Background: an optimization exercise with open tools, aiming at small area, a short achievable clock period and few clock cycles per item. Do not read the settings as production practice. Function was checked by simulation only, so behaviour that the tests miss may differ from the original. Power and IR drop assume default switching activity.

## the reference run
Design lc4_processor, start of the top module:
module lc4_processor
   (input  wire        clk,
    input  wire        rst,
    input  wire        gwe,
    output wire [15:0] o_cur_pc,
    input  wire [15:0] i_cur_insn,
    output wire [15:0] o_dmem_addr,
    input  wire [15:0] i_cur_dmem_data,
    output wire        o_dmem_we,
    output wire [15:0] o_dmem_towrite,
    output wire [1:0]  test_stall,
    output wire [15:0] test_cur_pc,
    output wire [15:0] test_cur_insn,
    output wire        test_regfile_we,
    output wire [2:0]  test_regfile_wsel,
    output wire [15:0] test_regfile_data,
    output wire        test_nzp_we,
    output wire [2:0]  test_nzp_new_bits,
    output wire        test_dmem_we,
    output wire [15:0] test_dmem_addr,
    output wire [15:0] test_dmem_data,
    input  wire [7:0]  switch_data,
    output wire [7:0]  led_data);
   assign led_data = switch_data;
   reg [15:0]  pc;       
   reg [15:0]  ir;
   reg         valid;    
   reg [4:0]   dcnt;     
   reg [15:0]  remr;     
   reg [14:0]  qr;       
   reg [2:0]   nzp;
   reg [127:0] rf;       
   wire [3:0] op = ir[15:12];
   wire is_br    = op == 4'h0;
   wire is_arith = op == 4'h1;
   wire is_cmp   = op == 4'h2;
   wire is_jsr   = op == 4'h4;
   wire is_logic = op == 4'h5;
   wire is_ldr   = op == 4'h6;
   wire is_str   = op == 4'h7;
   wire is_rti   = op == 4'h8;
   wire is_const = op == 4'h9;
   wire is_shift = op == 4'ha;
   wire is_jmp   = op == 4'hc;
   wire is_hic   = op == 4'hd;
   wire is_trap  = op == 4'hf;
   wire is_mul  = is_arith & ir[5:3] == 3'b001;
   wire is_div  = is_arith & ir[5:3] == 3'b011;
   wire is_mod  = is_shift & ir[5:4] == 2'b11;
  ...
Size: ~200 flip-flops, ~190 I/O pins, ~17000 sq um of cells after synthesis.
export LEC_CHECK = 0
export CAP_MARGIN = 20
export CORE_MARGIN = 2
export CORE_UTILIZATION = 30
export SLEW_MARGIN = 20
export SYNTH_HIERARCHICAL = 1
create_clock -name core_clock -period 70.0 [get_ports {clk}]
standard.sh (not shown) runs the stock make flow with config.mk's settings and CLKGATE_MAP_FILE= SYNTH_SCRIPT=/design/flow/synth_recipe.tcl, a recipe that flattens the netlist after the stock synthesis.
==> flow/flow/run.sh <==
#!/bin/bash
# The standard layout, except that the ports are buffered with buf_1
# cells instead of the delay buffers buffer_ports picks by default, and the
# pin placer keeps the load data pins next to the outputs that pass it on
# (test_regfile_data, test_dmem_data, test_nzp_new_bits). Each make run's
# full output goes to a log file of its own here.
set -euo pipefail
bash standard.sh synth > flow_synth.log 2>&1
bash standard.sh "BUFFER_PORTS_ARGS=-buffer_cell sky130_fd_sc_hd__buf_1" \
  "PLACE_PINS_ARGS=-group_pins {i_cur_dmem_data[0] test_regfile_data[0] test_dmem_data[0] i_cur_dmem_data[1] test_regfile_data[1] test_dmem_data[1] i_cur_dmem_data[2] test_regfile_data[2] test_dmem_data[2] i_cur_dmem_data[3] test_regfile_data[3] test_dmem_data[3] i_cur_dmem_data[4] test_regfile_data[4] test_dmem_data[4] i_cur_dmem_data[5] test_regfile_data[5] test_dmem_data[5] i_cur_dmem_data[6] test_regfile_data[6] test_dmem_data[6] i_cur_dmem_data[7] test_regfile_data[7] test_dmem_data[7] test_nzp_new_bits[0] test_nzp_new_bits[1] test_nzp_new_bits[2] i_cur_dmem_data[8] test_regfile_data[8] test_dmem_data[8] i_cur_dmem_data[9] test_regfile_data[9] test_dmem_data[9] i_cur_dmem_data[10] test_regfile_data[10] test_dmem_data[10] i_cur_dmem_data[11] test_regfile_data[11] test_dmem_data[11] i_cur_dmem_data[12] test_regfile_data[12] test_dmem_data[12] i_cur_dmem_data[13] test_regfile_data[13] test_dmem_data[13] i_cur_dmem_data[14] test_regfile_data[14] test_dmem_data[14] i_cur_dmem_data[15] test_regfile_data[15] test_dmem_data[15]}" finish > flow_finish.log 2>&1
Testbench counts of the reference run, summed over its fixed seeds: cycles 164,976, insns 160,000.
Modified inputs, the trial run compared to the reference run
diff --git a/flow/design.v b/flow/design.v
--- a/flow/design.v
+++ b/flow/design.v
@@ -3,24 +3,39 @@
 module lc4_ldout(input  wire [15:0] dmem,
                  input  wire [15:0] res,
                  input  wire [15:0] b,
                  input  wire        is_ldr,
                  input  wire        is_str,
                  output wire [15:0] wdata,
                  output wire [2:0]  nzp,
                  output wire [15:0] dmem_data);
    assign wdata = is_ldr ? dmem : res;
-   wire ld_z  = dmem == 16'd0;
-   wire res_z = res == 16'd0;
-   assign nzp = is_ldr ? {dmem[15], ld_z, ~dmem[15] & ~ld_z}
-                       : {res[15], res_z, ~res[15] & ~res_z};
+   wire ld_nz, res_nz;
+   lc4_or16 zl(.d(dmem), .nz(ld_nz));
+   lc4_or16 zr(.d(res), .nz(res_nz));
+   lc4_nzpsel ns(.ldr(is_ldr), .d15(dmem[15]), .ldnz(ld_nz), .r15(res[15]), .rnz(res_nz),
+                 .nzp(nzp));
    assign dmem_data = is_ldr ? dmem : is_str ? b : 16'd0;
 endmodule
+module lc4_or16(input  wire [15:0] d,
+                output wire        nz);
+   assign nz = |d;
+endmodule
+module lc4_nzpsel(input  wire       ldr,
+                  input  wire       d15,
+                  input  wire       ldnz,
+                  input  wire       r15,
+                  input  wire       rnz,
+                  output wire [2:0] nzp);
+   assign nzp[2] = ldr ? d15 : r15;
+   assign nzp[1] = ~(ldr ? ldnz : rnz);
+   assign nzp[0] = ldr ? (~d15 & ldnz) : (~r15 & rnz);
+endmodule
 module lc4_resmux(input  wire [7:0]  sel,
                   input  wire [15:0] addres, shr, logres, sx9, hic, pc1, quo, rem,
                   output wire [15:0] res);
    assign res = ({16{sel[0]}} & addres) | ({16{sel[1]}} & shr) | ({16{sel[2]}} & logres) |
                 ({16{sel[3]}} & sx9)    | ({16{sel[4]}} & hic) | ({16{sel[5]}} & pc1) |
                 ({16{sel[6]}} & quo)    | ({16{sel[7]}} & rem);
 endmodule
 module lc4_npcmux(input  wire [5:0]  sel,
                   input  wire [15:0] pc1, s, jsr, a, trap,
@@ -67,43 +82,18 @@
                   output wire [15:0] addres,    
                   output wire [15:0] logres);
    assign s = ap ^ cy[15:0];
    wire lt = cmpu ? ~cy[16] : ((a15 ^ b15) ? a15 : s[15]);
    assign addres = is_cmp ? {lt, s[14:1], s[0] | s[15]} : s;
    assign logres = ({16{lsel[0]}} & ag) | ({16{lsel[1]}} & (ap | ag)) | ({16{lsel[2]}} & ap);
 endmodule
 `timescale 1ns / 1ps
 `default_nettype none
-module lc4_div_steps #(parameter R = 4)
-   (input  wire [15:0]  rem_in,
-    input  wire [R-1:0] din,
-    input  wire [15:0]  divisor,
-    output wire [15:0]  rem_out,
-    output wire [R-1:0] q);
-   wire [15:0] r [0:R];
-   assign r[0] = rem_in;
-   genvar i, j;
-   generate
-      for (i = 0; i < R; i = i + 1) begin : g_st
-         wire [16:0] x = {r[i], din[R-1-i]};
-         wire [16:0] bw;                         
-         assign bw[0] = 1'b0;
-         for (j = 0; j < 16; j = j + 1) begin : g_b
-            assign bw[j+1] = (~x[j] & divisor[j]) | (~x[j] & bw[j]) | (divisor[j] & bw[j]);
-         end
-         wire [15:0] d = x[15:0] ^ divisor ^ bw[15:0];
-         wire ok = x[16] | ~bw[16];
-         assign q[R-1-i] = ok;
-         assign r[i+1] = ok ? d : x[15:0];
-      end
-   endgenerate
-   assign rem_out = r[R];
-endmodule
 module lc4_lt16(input  wire [15:0] x,
                 input  wire [15:0] y,
                 output wire        lt);
    wire [16:0] c;
    assign c[0] = 1'b0;
    genvar j;
    generate
       for (j = 0; j < 16; j = j + 1) begin : g_c
          assign c[j+1] = (~x[j] & y[j]) | (~x[j] & c[j]) | (y[j] & c[j]);
@@ -423,18 +413,20 @@
    wire [2:0] ra = (is_cmp | is_hic) ? ir[11:9] :
                    is_rti ? 3'd7 : ir[8:6];
    wire [2:0] rb = is_str ? ir[11:9] : ir[2:0];
    wire [15:0] a, b;
    wire [7:0] oha, ohb;
    lc4_dec8 dca(.sel(ra), .oh(oha));
    lc4_dec8 dcb(.sel(rb), .oh(ohb));
    lc4_rd8 rda(.rf(rf), .oh(oha), .d(a));
    lc4_rd8 rdb(.rf(rf), .oh(ohb), .d(b));
+   wire [15:0] opa, opb, s, addres, logres;
+   wire        neg, cin;
    wire shr = is_shift & (ir[5] ^ ir[4]);        
    wire [15:0] a_rev, m_rev;
    wire [15:0] onehot = 16'd1 << ir[3:0];
    wire [15:0] ma = shr ? a_rev : a;
    wire [15:0] mb = is_shift ? onehot : b;
    wire [15:0] mra, mrb;
    lc4_mul16 mu(.an(~ma), .bn(~mb), .ra(mra), .rb(mrb));
    wire [15:0] fill;
    genvar gj;
@@ -446,20 +438,18 @@
       end
    endgenerate
    wire c0    = dcnt == 5'd0;
    wire dlast = dcnt[4];                  
    wire [3:0] bidx = 4'd0 - dcnt[3:0];    
    wire din   = a[bidx];
    wire [15:0] rem_in = (dcnt[4:1] == 4'd0) ? 16'd0 : remr;    
    wire [15:0] x0 = {rem_in[14:0], din};
    wire dstep = is_long & ~c0;            
-   wire [15:0] opa, opb, s, addres, logres;
-   wire        neg, cin;
    wire use_pc = is_br | is_jmp;
    wire use_mul = is_mul | (is_shift & ~(ir[5] & ir[4]));        
    wire is_not = is_logic & ~ir[5] & ir[4:3] == 2'b01;
    wire [7:0] osel;
    assign osel[0] = (is_arith & ~ir[5] & ~is_mul) | (is_cmp & ~ir[8]) | (is_logic & ~ir[5] & ~is_not) |
                     is_mod;
    assign osel[1] = (is_arith | is_logic) & ir[5];                
    assign osel[2] = is_ldr | is_str;
    assign osel[3] = is_cmp & ir[8:7] == 2'b10;                    
==> comparison <==
- In the trial run, the share of total power in combinational logic came out 0.6 points below the value in the reference run.
- Compared with the reference run, in the trial run clock latency reported for the late side of the worst-skew pair roughly the same; number of non-clock buffers has decreased; number of logic inverters in the finished layout lower.
- The trial run and the reference run ended up with nearly the same sequential share of cell area.
- Synthesized area of the reference run is on par with the trial run.
- Compared with the reference run, switching power of the nets in the trial run increased slightly.
Testbench counts of the trial run, summed over its fixed seeds: cycles 164,976, insns 160,000.

## static timing again, ports no longer ideal
The flow's constraints put no driver on any port. The routed layouts listed below were extracted and timed again, unchanged, in two steps.
Step 1, drivers: a clkbuf_16 drives clk and a buf_2 each remaining input, both assumed.
Step 2 moves the port delays by t, midway between the first and last clock arrival at a register: inputs arrive t later, outputs are due t later. That takes back most of the time a late clock gives input paths.
Three values: ideal, step 1, step 2; two values: the first two.
run	shift t [ns]	setup slack, ns	worst register clock-pin slew, ns
the reference run	0.525	40.990 / 40.970 / 40.970	0.09 / 0.09
the trial run	0.533	40.945 / 40.925 / 40.925	0.09 / 0.09
After both steps setup and hold are still met in every run listed.
